What follows belongs to an exercise in optimizing a design on an open flow for small area; a production flow would make more cautious choices.
Only simulation tests tie the RTL to the original design; equivalence was not proved.

==> design.v <==
`timescale 1ns / 1ps
module Sobel(
	 input fclk,
	 input rst,
    input [15:0] iaddress,
    input [7:0] idata,
    output reg [15:0] oaddress,
	 output reg [7:0]odata
    );
	 reg [7:0]KMap[2:0][2:0];
	 reg [1:0]counter;
	 reg signed [8:0]Gx;
	 reg signed [8:0]Gy;
	 always@(posedge fclk)begin
		if(rst)
			counter <= 0;
		else
			counter <= counter + 1;
	 end
	 always@(posedge fclk)begin
		if(rst)begin
			oaddress <= 0;
		end
		else begin
		case(counter)
			(2'd0):begin 
				oaddress <= (iaddress - 224) + 1;
				{KMap[0][2] , KMap[0][1] , KMap[0][0]} <= {KMap[0][1] , KMap[0][0] , idata};
			end
			(2'd1):begin 
				oaddress <= iaddress + 1;
				{KMap[1][2] , KMap[1][1] , KMap[1][0]} <= {KMap[1][1] , KMap[1][0] , idata};
			end
			(2'd2):begin 
				oaddress <= (iaddress + 224) + 1;
				{KMap[2][2] , KMap[2][1] , KMap[2][0]} <= {KMap[2][1] , KMap[2][0] , idata};
			end
			(2'd3):begin 
				odata <= odata_n;
			end
		endcase
		end
	 end
	 reg signed [8:0] gx_n;
	 reg signed [8:0] gy_n;
	 reg [7:0] odata_n;
	 always@(*)begin
		gx_n = (KMap[0][0] - KMap[0][2] + 2*KMap[1][0] - 2*KMap[1][2] + KMap[2][0] - KMap[2][2])/9;
		gy_n = (KMap[0][0] - KMap[2][0] + 2*KMap[0][1] - 2*KMap[2][1] + KMap[0][2] - KMap[2][2])/9;
		odata_n = (((gx_n < 0)?(-1*gx_n):(gx_n)) + ((gy_n < 0)?(-1*gy_n):(gy_n))) / 2;
	 end
endmodule
`timescale 1ns / 1ps
module VGA_SYNC(
	 input  sclk,				 
	 input  rst,				 
	 input  ce,				 
	 input  enable,			 
    output [9:0] X_PIX,				 
    output [9:0] Y_PIX,				 
    output Video_On,			 
    output reg HSync,				 
    output reg VSync,				 
	 input sel
    );
	 reg [10:0] HCounter;
	 reg [10:0] VCounter;
	 reg H_Video_On;
	 reg V_Video_On;
	 reg [9:0] xres;
	 reg [9:0] yres;
	 reg [5:0] xfporch;
	 reg [5:0] yfporch;
	 reg [7:0] xspulse;
	 reg [7:0] yspulse;
	 reg [6:0] xbporch;
	 reg [6:0] ybporch;
	 always@(posedge sclk)begin
		if(rst)
			HSync <= 1;
		else if(ce)begin
		if((HCounter >= (xres + xfporch) && HCounter < (xres + xfporch + xspulse)) || (!enable))
			HSync <= 0;
		else
			HSync <= 1;
		end
	 end
	 always@(posedge sclk)begin
		if(rst)
			VSync <= 1;
		else if(ce)begin
		if((VCounter >= (yres + yfporch) && VCounter < (yres + yfporch + yspulse)) || (!enable))
			VSync <= 0;
		else
			VSync <= 1;
		end
	 end
	 always@(posedge sclk)begin
		if(rst)
			H_Video_On <= 1;
		else if(ce)begin
		if(enable)begin
			if(HCounter < xres)
				H_Video_On <= 1;
			else
				H_Video_On <= 0;
		end
		else
			H_Video_On <= 0;
		end
	 end
	 always@(posedge sclk)begin
		if(rst)
			V_Video_On <= 1;
		else if(ce)begin
		if(enable)begin
			if(VCounter < yres)
				V_Video_On <= 1;
			else
				V_Video_On <= 0;
		end
		else
			V_Video_On <= 0;
		end
	 end
	 assign Video_On = H_Video_On & V_Video_On;
	 assign X_PIX = HCounter;
	 assign Y_PIX = VCounter;
	 reg [10:0] hc_n;
	 reg [10:0] vc_n;
	 always@(*)begin
		hc_n = HCounter;
		vc_n = VCounter;
		if(enable)begin
			hc_n = hc_n + 1;
			if(hc_n == xres + xfporch + xspulse + xbporch)begin
				hc_n = 0;
				vc_n = vc_n + 1;
			end
			if(vc_n == yres + yfporch + yspulse + ybporch)
				vc_n = 0;
		end
		else begin
			hc_n = 0;
			vc_n = 0;
		end
	 end
	 always@(posedge sclk)begin
		if(rst)begin
			HCounter <= 0;
			VCounter <= 0;
		end
		else if(ce)begin
			HCounter <= hc_n;
			VCounter <= vc_n;
		end
	 end
	 always@(posedge sclk)begin
		if(sel == 0)begin
			 xres <= 639;
			 xfporch <= 16;
			 xspulse <= 96;
			 xbporch <= 48;
			 yres <= 479;
			 yfporch <= 11;
			 yspulse <= 2;
			 ybporch <= 31;
		end
		else begin
			 xres <= 799;
			 xfporch <= 40;
			 xspulse <= 128;
			 xbporch <= 88;
			 yres <= 599;
			 yfporch <= 1;
			 yspulse <= 4;
			 ybporch <= 23;
		end
	 end
endmodule
`timescale 1ns / 1ps
module Pixel_Generator(
    input EDOC,
	 input data,
	 input [0:9] X_PIX,
	 input [0:9] Y_PIX,
    input Video_On,
    input clk,
	 input rst,
	 input ce,
	 output reg [15:0] address,
    output reg [1:0] R,
    output reg [1:0] G,
    output reg [1:0] B,
	 input sel
    );
	 reg [9:0] xres;
	 reg [9:0] yres;
	 parameter black = 6'b000000 , red = 6'b110000 , green = 6'b001100 , blue = 6'b000011;
	 always@(*)begin
		if(Video_On)begin
			if(X_PIX > ((xres - yres)/2) && X_PIX <= xres - ((xres - yres)/2))begin
				if((X_PIX >= ((xres/2) - 112)) && (X_PIX < ((xres/2) + 112)) && (Y_PIX >= ((yres/2) - 112)) && (Y_PIX < ((yres/2) + 112)))begin
					{R[0] , G[0] , B[0]} = {data , data , data};
					{R[1] , G[1] , B[1]} = {data , data , data};
				end
				else begin
					{R[0] , G[0] , B[0]} = 3'b000;
					{R[1] , G[1] , B[1]} = 3'b000;
				end
			end
			else begin
				{R , G , B} = black;
			end
		end
		else begin
			{R , G , B} = black;
		end
	 end
	 always@(posedge clk)begin
		if(rst)
			address <= 0;
		else if(ce)begin
		if(Video_On)begin
			if((X_PIX >= ((xres/2) - 112) && X_PIX < ((xres/2) + 112)) && (Y_PIX >= ((yres/2) - 112) && Y_PIX < ((yres/2) + 112)))
				address <= ((Y_PIX - ((yres/2) - 112)) * 224) + (X_PIX - ((xres/2) - 112));
			else
			address <= 0;
		end
		else begin
			address <= 0;
		end
		end
	 end
	 always@(posedge clk)begin
		if(sel == 0)begin
			xres <= 640;
			yres <= 480;
		end
		else begin
			xres <= 800;
			yres <= 600;
		end
	 end
endmodule
`timescale 1ns / 1ps
module VGA_controller(
	 input[7:0] Data,
    input vclk,
	 input rst,
	 input ce,
	 output[15:0] Address,
    output [1:0] R,
    output [1:0] G,
    output [1:0] B,
    output HSync,
    output VSync,
	 input DIP
    );
	 wire data;
	 wire [9:0]X_PIX;
	 wire [9:0]Y_PIX;
	 wire enable;
	 wire Video_On;
	 wire External_Data_Control;
	 assign External_Data_Control = 1'b0;
	 VGA_SYNC VGA_Sync (
		 .sclk(vclk),
		 .rst(rst),
		 .ce(ce),
		 .enable(enable),
		 .X_PIX(X_PIX),
		 .Y_PIX(Y_PIX),
		 .Video_On(Video_On),
		 .HSync(HSync),
		 .VSync(VSync),
		 .sel(DIP)
		 );
	 Pixel_Generator Pix_Gen (
		 .EDOC(External_Data_Control),
		 .data(data),
		 .X_PIX(X_PIX),
		 .Y_PIX(Y_PIX),
		 .Video_On(Video_On),
		 .clk(vclk),
		 .rst(rst),
		 .ce(ce),
		 .address(Address),
		 .R(R),
		 .G(G),
		 .B(B),
		 .sel(DIP)
		 );
	 assign data = (Data > 100);
	 assign enable = 1;
endmodule
`timescale 1ns / 1ps
module main_module(
	 input clk,
	 input rst,
	 input DIP,
    output [15:0] ROM_Address,
    input  [7:0]  ROM_Data,
    output VGA_VSync,
    output VGA_HSync,
    output [1:0]	VGA_R,
    output [1:0]	VGA_G,
    output [1:0]	VGA_B
    );
	 wire [15:0]SAddress;
	 wire [15:0]VAddress;
	 wire [7:0]SData;
	 wire [7:0]VData;
	 reg [1:0] phase;
	 always@(posedge clk)begin
		if(rst)
			phase <= 0;
		else
			phase <= phase + 1;
	 end
	 wire pix_ce = (phase == 2'd3);
	 assign ROM_Address = SAddress;
	 assign SData = ROM_Data;
	 VGA_controller VGA_Interface (
		 .Data(VData), 
		 .vclk(clk),
		 .rst(rst),
		 .ce(pix_ce),
		 .Address(VAddress), 
		 .R(VGA_R),
		 .G(VGA_G),
		 .B(VGA_B),
		 .HSync(VGA_HSync),
		 .VSync(VGA_VSync),
		 .DIP(DIP)
    );
	 Sobel calculator (
		 .fclk(clk),
		 .rst(rst),
		 .iaddress(VAddress),
		 .idata(SData),
		 .oaddress(SAddress),
		 .odata(VData)
    );
endmodule
==> run.sh <==
#!/bin/bash
# synth_recipe.tcl (not shown) runs the flow's synth.tcl, then flattens the netlist and writes it again
# the make line also repeats each setting of config.mk as NAME=value (left out here)
make -C /OpenROAD-flow-scripts/flow DESIGN_CONFIG=/design/flow/config.mk WORK_HOME=/design/flow/orfs CLKGATE_MAP_FILE= SYNTH_SCRIPT=/design/flow/synth_recipe.tcl finish
==> config.mk <==
export PLATFORM = sky130hd
export DESIGN_NAME = main_module
export DESIGN_NICKNAME = main_module
export VERILOG_FILES = /design/flow/design.v
export SDC_FILE = /design/flow/constraint.sdc
export NUM_CORES = 4
export LEC_CHECK = 0
export ABC_AREA = 1
export CAP_MARGIN = 20
export CORE_MARGIN = 2
export CORE_UTILIZATION = 40
export PLACE_DENSITY = 0.6
export SLEW_MARGIN = 20
==> constraint.sdc <==
create_clock -name core_clock -period 14.0 [get_ports {clk}]
set_input_delay 2.8000 -clock core_clock [delete_from_list [all_inputs] [get_ports {clk}]]
set_output_delay 2.8000 -clock core_clock [all_outputs]
set_load 0.01 [all_outputs]
==> summary.md, run 1 <==
| Metric | Value |
|---|---|
| DRT antenna net count | `0` |
| CP Launch Type | `flip-flop` |
| Setup-failing EPs final | `0` |
| Total gr overflow | `0` |
| Fmax | `0.07890 GHz` |
| Synth Area in Simple Gates | `27.03%` |
| Initial antenna violation count | `0` |
| Clock sinks | `144` |
| Clk root buf | `clkbuf_16` |
| Htree depth | `4` |
| Port-buffer cells | `34` |
| Final Hold Fails | `0` |
| Compound-Gate Fraction of Synth Area | `11.00%` |
| Yosys top cell by area | `edfxtp_1` |
| Area Growth Syn to Fin | `10.06%` |
| WS Path Type | `flip-flop to flip-flop` |
| Worst Path Required | `14.22 ns` |
| Post-synthesis xor/xnor area fraction | `6.311%` |
| Commonest non-fill, non-tap cell in the layout | `nand2_1` |
| Clock Latency Late Sink | `0.47 ns` |
| Worst-Margin Slew | `0.7769 ns` |
| Share of layout cells above drive strength 1 | `9.375%` |
| Area share of the largest cell type after synthesis | `14.92%` |
| Vias in the first global route | `13740` |
| RR Startpoint | `calculator.KMap[2][0]` |
| RSZ-0062 raised after global routing | `no` |
| CTS Buffer Depth | `2` |
| Fin Clk Skew | `0.01113 ns` |
| Fillers | `4046` |
| Crit path time final | `12.67 ns` |
| Total GRT Usage | `19.11%` |
| Critical-path top delay cell | `fa_1` |
| Gpl congestion | `0.8845` |
| Clock Pin Slew Worst Setup and Hold Paths | `0.06 ns` |
| Synth Instances | `2160` |
| Post-synth top flop | `edfxtp_1` |
| Die area | `0.04187 mm2` |
| Worst hold path startpoint | `calculator.KMap[4][4]` |
| Status | `finished clean` |
| Family with the most delay on the worst path | `simple AND/OR/NAND/NOR gates` |
| Area contributors post-synth | `edfxtp_1, ha_1, nand2_1` |
| Avg Inst Size Synth | `7.453 um2` |
| Pin count of the biggest net entering global routing | `41` |
| Commonest non-fill, non-tap cells in the layout | `nand2_1, inv_1, ha_1` |
| Worst hold slack | `0.4121 ns` |
| Slew margin rel. | `47.81%` |
| Post-CTS Hold Buffers | `0` |
| Nature of the critical path endpoint | `flip-flop` |
| 1st-iter DRT viols | `715` |
| Yosys warnings | `5` |
| Wirelength per Cell | `13.76 um` |
| Final WL | `38050 um` |
| Num CTS Buffers | `17` |
| Via density | `4.984` |
| Final layout net count | `2490` |
| Distinct cells, synth | `66` |
| Post-Layout Cell Count | `2765` |
| DRC violations left | `0` |
| Register bit total from synthesis | `144` |
| Dpl hpwl | `30480 um` |
| EDFF count, synth | `80` |
| Dpl cells | `2734` |
| Placeable Area | `0.03973 mm2` |
| Rows | `73` |
| Sum Neg Setup Slack | `0 ns` |
| Via count | `13780` |
| Post-synthesis instance area | `0.01610 mm2` |
| Post-Synth Adder-Cell Area | `22.45%` |
| Largest family of logic cells by synthesized area | `simple AND/OR/NAND/NOR gates` |
| CP max FO | `15` |
| Initial DRT Pass Iterations | `5` |
| Min-delay worst type | `flip-flop to flip-flop` |
| Max incr delay on CP | `0.50 ns` |
| CTS tree | `built` |
| Sequential area share after synthesis | `22.88%` |
| Horiz. Die Dim | `204.6 um` |
| Final period util | `90.53%` |
| WP buf/inv | `9` |
| Global-route wire length before repair | `64720 um` |
| Synth async-reset ratio | `0%` |
| Initial Util | `40.52%` |
| Die Y-Extent | `204.6 um` |
| CP dominant cell by count | `nand2_1` |
| Critical Path Source | `calculator.KMap[2][0]` |
| Post-synthesis mux area share | `0.1710%` |
| Max-slew violation count | `0` |
| N_diodes | `0` |
| WP data arrival | `12.89 ns` |
| Top Ports | `35` |
| MaxCap Viol Count | `0` |
## cell families (layout without fill, tap and decap cells)
family                     Yosys count  after routing
xor gates and xnor gates           116            116
and+or+nand+nor                    915            915
DFF                                144            144
AOI/OAI and AO/OA                  304            304
buffers and inverters              426            470
other                                2             38
muxes                                2              2
adders and majority gates          251            251
## worst paths after layout
check	depth (start not counted)	slack [ns]	to
hold / removal	0	0.41	calculator.KMap[3][4]
setup reg to reg	91	1.33	calculator.odata[6]
setup / recovery	91	1.33	calculator.odata[6]
hold reg to reg	0	0.41	calculator.KMap[3][4]
## registers in the layout (all words and copies together), names as in the netlist
signal,flops
VGA_Interface.VGA_Sync.xres,1
VGA_Interface.VGA_Sync.HCounter,11
VGA_Interface.Pix_Gen.yres,1
phase,2
calculator.odata,8
calculator.counter,2
VGA_Interface.Pix_Gen.address,16
calculator.oaddress,16
VGA_Interface.VGA_Sync.VSync,1
VGA_Interface.VGA_Sync.H_Video_On,1
VGA_Interface.VGA_Sync.V_Video_On,1
calculator.KMap,72
VGA_Interface.VGA_Sync.HSync,1
VGA_Interface.VGA_Sync.VCounter,11
## timing repair
| item | CTS | global route |
|---|---|---|
| endpoints found under the hold margin | 0 | 0 |
| setup endpoints to repair | 0 | 4 |
| gates resized for setup | 0 | 5 |
| buffers inserted | 0 | 0 |
## through the flow
step	utilization (%)	cell area (um2)	setup WS, ns
floorplan	-	16230	2.788
global placement	43.18	17160	1.309
detailed placement	43.18	17160	1.146
CTS	44.55	17700	1.080
global route	44.59	17720	0.07137
finish	44.59	17720	1.325
## synth_stat cells, types with 3 or more instances
cell / count
nor2_2: 4
buf_4: 7
edfxtp_1: 80
nand3_2: 17
or2_2: 7
dfxtp_1: 64
o311ai_0: 4
o21ai_0: 75
a211oi_1: 5
a32o_1: 3
nand2_4: 19
nand3_1: 139
nor2_4: 4
o21ai_1: 14
inv_2: 44
o221ai_1: 3
o31ai_1: 3
nor3_1: 25
nand4_1: 38
nand3_4: 3
a21boi_0: 4
xnor2_1: 27
inv_1: 349
a31oi_1: 10
nand2_2: 47
o211ai_1: 7
o21bai_1: 13
clkinv_1: 4
clkbuf_1: 20
fa_1: 63
nor2_1: 164
nor4_1: 8
ha_1: 188
nand4_2: 8
xor2_1: 89
nand3b_1: 7
a21o_1: 3
nand2_1: 417
a21oi_1: 135
## metal layers
metal	vias to the layer above	global-route usage, %	wire [um]
met5	-	0	0
met4	0	5.124	538
met3	28	3.166	1032
met2	171	34.22	18920
met1	6437	23.60	17570
li1	7144	-	-
## cell type report
type / count / area, um2 / area share (%)
Inverter: 398 / 1496 / 8.446
Tap cell: 525 / 656.9 / 3.707
Clock buffer: 19 / 432.9 / 2.443
Multi-Input combinational cell: 1626 / 10950 / 61.79
Sequential cell: 144 / 3684 / 20.79
Clock inverter: 12 / 112.6 / 0.6355
Timing Repair Buffer: 41 / 387.9 / 2.189
==> run 2: changes to the inputs <==
==> design.v (replaced) <==
`timescale 1ns / 1ps
module main_module(
    input clk,
    input rst,
    input DIP,
    output [15:0] ROM_Address,
    input  [7:0]  ROM_Data,
    output VGA_VSync,
    output VGA_HSync,
    output [1:0] VGA_R,
    output [1:0] VGA_G,
    output [1:0] VGA_B
    );
    reg [1:0] ph;
    always @(posedge clk)
        if (rst) ph <= 0; else ph <= ph + 1;
    wire ce = (ph == 2'd3);
    reg sel;
    always @(posedge clk) sel <= DIP;
    reg [10:0] H, V;
    reg HS, VS, HVO, VVO;
    wire [10:0] hmax = sel ? 11'd1055 : 11'd799;
    wire [10:0] vmax = sel ? 11'd627  : 11'd523;
    wire [10:0] h1 = H + 1'b1;
    wire hw = (h1 == hmax);
    wire [10:0] hn = hw ? 11'd0 : h1;
    wire [10:0] v1 = hw ? V + 1'b1 : V;
    wire [10:0] vn = (v1 == vmax) ? 11'd0 : v1;
    wire hs_n = sel ? (H >= 11'd839 && H < 11'd967) : (H >= 11'd655 && H < 11'd751);
    wire vs_n = sel ? (V >= 11'd600 && V < 11'd604) : (V >= 11'd490 && V < 11'd492);
    wire hvo_n = H < (sel ? 11'd799 : 11'd639);
    wire vvo_n = V < (sel ? 11'd599 : 11'd479);
    always @(posedge clk)
        if (rst) begin
            H <= 0; V <= 0; HS <= 1; VS <= 1; HVO <= 1; VVO <= 1;
        end else if (ce) begin
            H <= hn; V <= vn; HS <= ~hs_n; VS <= ~vs_n; HVO <= hvo_n; VVO <= vvo_n;
        end
    assign VGA_HSync = HS;
    assign VGA_VSync = VS;
    wire [9:0] X = H[9:0];
    wire [9:0] Y = V[9:0];
    wire winx = sel ? (X >= 10'd288 && X < 10'd512) : (X >= 10'd208 && X < 10'd432);
    wire winy = sel ? (Y >= 10'd188 && Y < 10'd412) : (Y >= 10'd128 && Y < 10'd352);
    wire win = HVO & VVO & winx & winy;
    reg f1, f2, m1, m2, rflag;
    always @(posedge clk) begin
        rflag <= rst;
        if (rst) begin
            f1 <= 0; f2 <= 0;
        end else if (ce) begin
            f1 <= win; f2 <= f1; m1 <= sel; m2 <= m1;
        end
    end
    wire p0s = (ph == 2'd0);
    wire f = p0s ? f2 : f1;
    wire m = p0s ? m2 : m1;
    wire [7:0] xs = m ? 8'd32 : 8'd208;      
    wire [7:0] ys = m ? 8'd188 : 8'd128;
    wire [7:0] xx = X[7:0] - xs - p0s;
    wire [7:0] yy = Y[7:0] - ys;
    wire [15:0] koff = (ph == 2'd1) ? 16'hFF20 : (ph == 2'd2) ? 16'd0 : 16'd224;
    wire [15:0] fa = yy * 16'd224 + xx + koff;
    assign ROM_Address = rflag ? 16'd0 : f ? fa : (16'd1 + koff);
    reg [7:0] p0, p1, p2, q1, q2;
    reg litp, lit;
    wire [7:0] q0 = ROM_Data;
    wire [11:0] Sx = 12'd3 * p0 - 12'd3 * p2 + q0 - q2;
    wire [11:0] Sy = p0 - q0 + 12'd2 * p1 - 12'd2 * q1 + p2 - q2;
    wire nx = Sx[11], ny = Sy[11];
    wire inx = (Sx >= 12'hF00) && (Sx <= 12'hF08);
    wire iny = (Sy >= 12'hF00) && (Sy <= 12'hF08);
    wire [9:0] P = ny ? Sx[9:0] : Sy[9:0];
    wire [5:0] rr = P[2:0] - P[5:3] + P[8:6] - P[9];
    wire [5:0] rr2 = rr[5] ? rr + 6'd9 : (rr >= 6'd9) ? rr - 6'd9 : rr;
    wire [12:0] Z = {Sx[11], Sx} + {Sy[11], Sy} + 13'd742 - rr2;
    wire lit_n = (nx & ny) ? ~(inx & iny) : (nx ^ ny) ? ~Z[12] : 1'b0;
    always @(posedge clk) begin
        if (!rst) begin
            if (ph == 2'd0) begin p0 <= ROM_Data; p1 <= p0; p2 <= p1; end
            if (ph == 2'd2) begin litp <= lit_n; q1 <= ROM_Data; q2 <= q1; end
            if (ph == 2'd3) lit <= litp;
        end
    end
    wire on = win & lit;
    assign VGA_R = {on, on};
    assign VGA_G = {on, on};
    assign VGA_B = {on, on};
endmodule
==> summary.md, run 2 <==
| Metric | Value |
|---|---|
| CTS tree | `built (unchanged)` |
| Pin count of the biggest net entering global routing | `40 (was 41)` |
| Pre-CTS WS | `1.925 ns (was 1.146 ns)` |
| Clock Pin Slew Worst Setup and Hold Paths | `0.06 ns (about the same)` |
| Worst-Margin Slew | `0.6630 ns (was 0.7769 ns)` |
| Setup-failing EPs final | `0 (unchanged)` |
| Post-synth top flop | `edfxtp_1 (unchanged)` |
| Max incr delay on CP | `0.52 ns (was 0.50 ns)` |
| Critical Path Stages | `53 (was 91)` |
| Clk root buf | `clkbuf_16 (unchanged)` |
| Commonest cells post-synth | `inv_1, nand2_1, ha_1 (was nand2_1, inv_1, ha_1)` |
| Synth Instances | `1232 (was 2160)` |
| WS Path Type | `input pin to flip-flop (was flip-flop to flip-flop)` |
| Crit path time final | `11.73 ns (was 12.67 ns)` |
| Final WL | `20510 um (was 38050 um)` |
| EDFF count, synth | `44 (was 80)` |
| Multi-input logic area | `0.006571 mm2 (was 0.01095 mm2)` |
| Commonest non-fill, non-tap cells in the layout | `inv_1, nand2_1, ha_1 (was nand2_1, inv_1, ha_1)` |
| Post-synthesis instance area | `0.009694 mm2 (was 0.01610 mm2)` |
| Distinct cells, synth | `51 (was 66)` |
| WP buf/inv | `7 (was 9)` |
| Worst Path Required | `14.10 ns (was 14.22 ns)` |
| Clock sinks | `76 (was 144)` |
| Synth async-reset ratio | `0% (unchanged)` |
| Fin Clk Skew | `0.007762 ns (was 0.01113 ns)` |
| Die Y-Extent | `159.7 um (was 204.6 um)` |
| Initial antenna violation count | `0 (unchanged)` |
| 1st-iter DRT viols | `446 (was 715)` |
| Nature of the critical path endpoint | `flip-flop (unchanged)` |
| Commonest non-fill, non-tap cell in the layout | `inv_1 (was nand2_1)` |
| Via density | `4.821 (was 4.984)` |
| CTS Buffer Depth | `2 (unchanged)` |
| Total GRT Usage | `17.02% (was 19.11%)` |
| CP dominant cell by count | `nand2_1 (unchanged)` |
| Via count | `7612 (was 13780)` |
| Area contributors post-synth | `ha_1, edfxtp_1, fa_1 (was edfxtp_1, ha_1, nand2_1)` |
| Area Growth Syn to Fin | `9.512% (was 10.06%)` |
| Register area | `0.001962 mm2 (was 0.003684 mm2)` |
| Avg Inst Size Synth | `7.869 um2 (was 7.453 um2)` |
| WP data arrival | `11.83 ns (was 12.89 ns)` |
| Top Ports | `35 (unchanged)` |
| Global-route wire length before repair | `36020 um (was 64720 um)` |
| Port-buffer cells | `34 (unchanged)` |
| DRC violations left | `0 (unchanged)` |
| Yosys warnings | `1 (was 5)` |
| Critical path endpoint | `litp (was calculator.odata[6])` |
| Register bit total from synthesis | `76 (was 144)` |
| N_diodes | `0 (unchanged)` |
| Placeable Area | `0.02361 mm2 (was 0.03973 mm2)` |
| Final period util | `83.80% (was 90.53%)` |
| Post-CTS Hold Buffers | `0 (unchanged)` |
| Final Hold Fails | `0 (unchanged)` |
| Min-delay worst type | `flip-flop to flip-flop (unchanged)` |
| RR Startpoint | `p0[0] (was calculator.KMap[2][0])` |
| FF-to-FF path depth | `53 (was 91)` |
| Die area | `0.02550 mm2 (was 0.04187 mm2)` |
| Horiz. Die Dim | `159.7 um (was 204.6 um)` |
| Total gr overflow | `0 (unchanged)` |
| Share of layout cells above drive strength 1 | `4.603% (was 9.375%)` |
| Status | `finished clean (unchanged)` |
| Fmax | `0.08523 GHz (was 0.07890 GHz)` |
| Initial Util | `41.06% (was 40.52%)` |
| Rows | `56 (was 73)` |
| CP Launch Type | `input pin (was flip-flop)` |
| Clock Latency Late Sink | `0.35 ns (was 0.47 ns)` |
| Num CTS Buffers | `9 (was 17)` |
| CP max FO | `17 (was 15)` |
| Initial DRT Pass Iterations | `5 (unchanged)` |
| Worst reg-to-reg setup slack | `4.71 ns (was 1.33 ns)` |
| Wirelength per Cell | `12.99 um (was 13.76 um)` |
| Count leader, synth | `inv_1 (was nand2_1)` |
| Max-slew violation count | `0 (unchanged)` |
| DRT antenna net count | `0 (unchanged)` |
| Area share of the largest cell type after synthesis | `18.59% (was 14.92%)` |
| Yosys top cell by area | `ha_1 (was edfxtp_1)` |
| Gpl congestion | `0.9094 (was 0.8845)` |
| Fillers | `2412 (was 4046)` |
| Final worst slack | `2.268 ns (was 1.325 ns)` |
| Final layout net count | `1476 (was 2490)` |
| Post-Layout Cell Count | `1579 (was 2765)` |
| Dpl cells | `1563 (was 2734)` |
| Critical Path Source | `ROM_Data[0] (was calculator.KMap[2][0])` |
| Htree depth | `3 (was 4)` |
| Sum Neg Setup Slack | `0 ns (unchanged)` |
| Post_cts resized | `0 (unchanged)` |
| Critical-path top delay cell | `clkdlybuf4s50_1 (was fa_1)` |
| Sequential area share after synthesis | `20.24% (was 22.88%)` |
| MaxCap Viol Count | `0 (unchanged)` |
| Setup bufs post-CTS | `0 (unchanged)` |
| Dpl hpwl | `16640 um (was 30480 um)` |
| Slew margin rel. | `55.33% (was 47.81%)` |
| RSZ-0062 raised after global routing | `no (unchanged)` |
| Vias in the first global route | `7737 (was 13740)` |
| Family with the most delay on the worst path | `adder cells (was simple AND/OR/NAND/NOR gates)` |
| Worst r2r dst | `litp (was calculator.odata[6])` |
==> run 2: worst register-to-register path, delay by kind of cell (launching register included) <==
| kind | cells | cell delay (ns) |
|---|---|---|
| compound gates | 11 | 1.68 |
| xor+xnor | 4 | 0.61 |
| fa+ha+maj | 10 | 3.22 |
| buf+inv | 7 | 0.67 |
| flops | 1 | 0.47 |
| simple gates | 21 | 2.39 |
==> run 2: worst min-delay path by stage <==
stage | start | to | depth (start not counted)
after floorplan | litp | lit | 0
after detailed placement | litp | lit | 0
after CTS | m1 | m2 | 0
after global routing | m1 | m2 | 0
after global placement | m1 | m2 | 0
final | litp | lit | 0
==> run 2: cell type report <==
class                           instances  area share (%)
Timing Repair Buffer                   39           3.559
Clock inverter                          6          0.6011
Tap cell                              319           3.760
Sequential cell                        76           18.48
Multi-Input combinational cell        859           61.90
Inverter                              270           9.546
Clock buffer                           10           2.157
==> run 2: layer usage <==
layer  global-route usage [%]  vias to the layer above  wire [um]
li1                         -                     3983          -
met4                    4.545                        0        340
met2                    29.24                       95       9642
met1                    22.44                     3512       9902
met5                        0                        -          0
met3                    2.442                       22        623
==> run 2: per-stage QoR <==
stage          hold WS (ns)  util [%]  instance area (um2)
5_1_grt              0.4601     44.96                10620
6_report             0.4450     44.96                10620
4_1_cts              0.4487     44.96                10620
2_1_floorplan        0.4003         -                 9694
3_3_place_gp         0.4316     43.72                10320
3_5_place_dp         0.4246     43.72                10320
==> run 2: cell families (layout without fill, tap and decap cells) <==
logic type | count (synthesis) | after routing | synth area share, %
compound gates | 183 | 183 | 10.66
xor+xnor | 73 | 73 | 6.595
fa+ha+maj | 210 | 210 | 32.21
buf+inv | 297 | 325 | 12.03
flops | 76 | 76 | 20.24
simple gates | 393 | 393 | 18.26

==> port drivers added, routing unchanged <==
Ports are ideal in the flow. The routed layouts listed here were re-timed in OpenROAD. Step 1 assumes that a clkbuf_16 drives the clock port and a buf_2 every other input. Step 2 moves the port delays by t, midway between the first and last clock arrival at a register: inputs arrive t later, outputs are due t later. That takes back most of the time a late clock gives input paths. Slacks: no drivers / after step 1 / after step 2; pairs: no drivers / after step 1.
run | t, ns | setup slack, ns | hold slack, ns | slew at the worst register clock pin (ns) | cell pins on the clock port's net
run 1 | 0.526 | 1.325 / 1.325 / 1.325 | 0.412 / 0.412 / 0.412 | 0.07 / 0.07 | 1
run 2 | 0.388 | 2.268 / 2.285 / 1.897 | 0.445 / 0.445 / 0.445 | 0.06 / 0.06 | 1
After both steps every run listed still meets setup and hold. The setup slack of run 2, which loses most, moves by +0.017 ns with the drivers and by -0.371 ns with both steps.
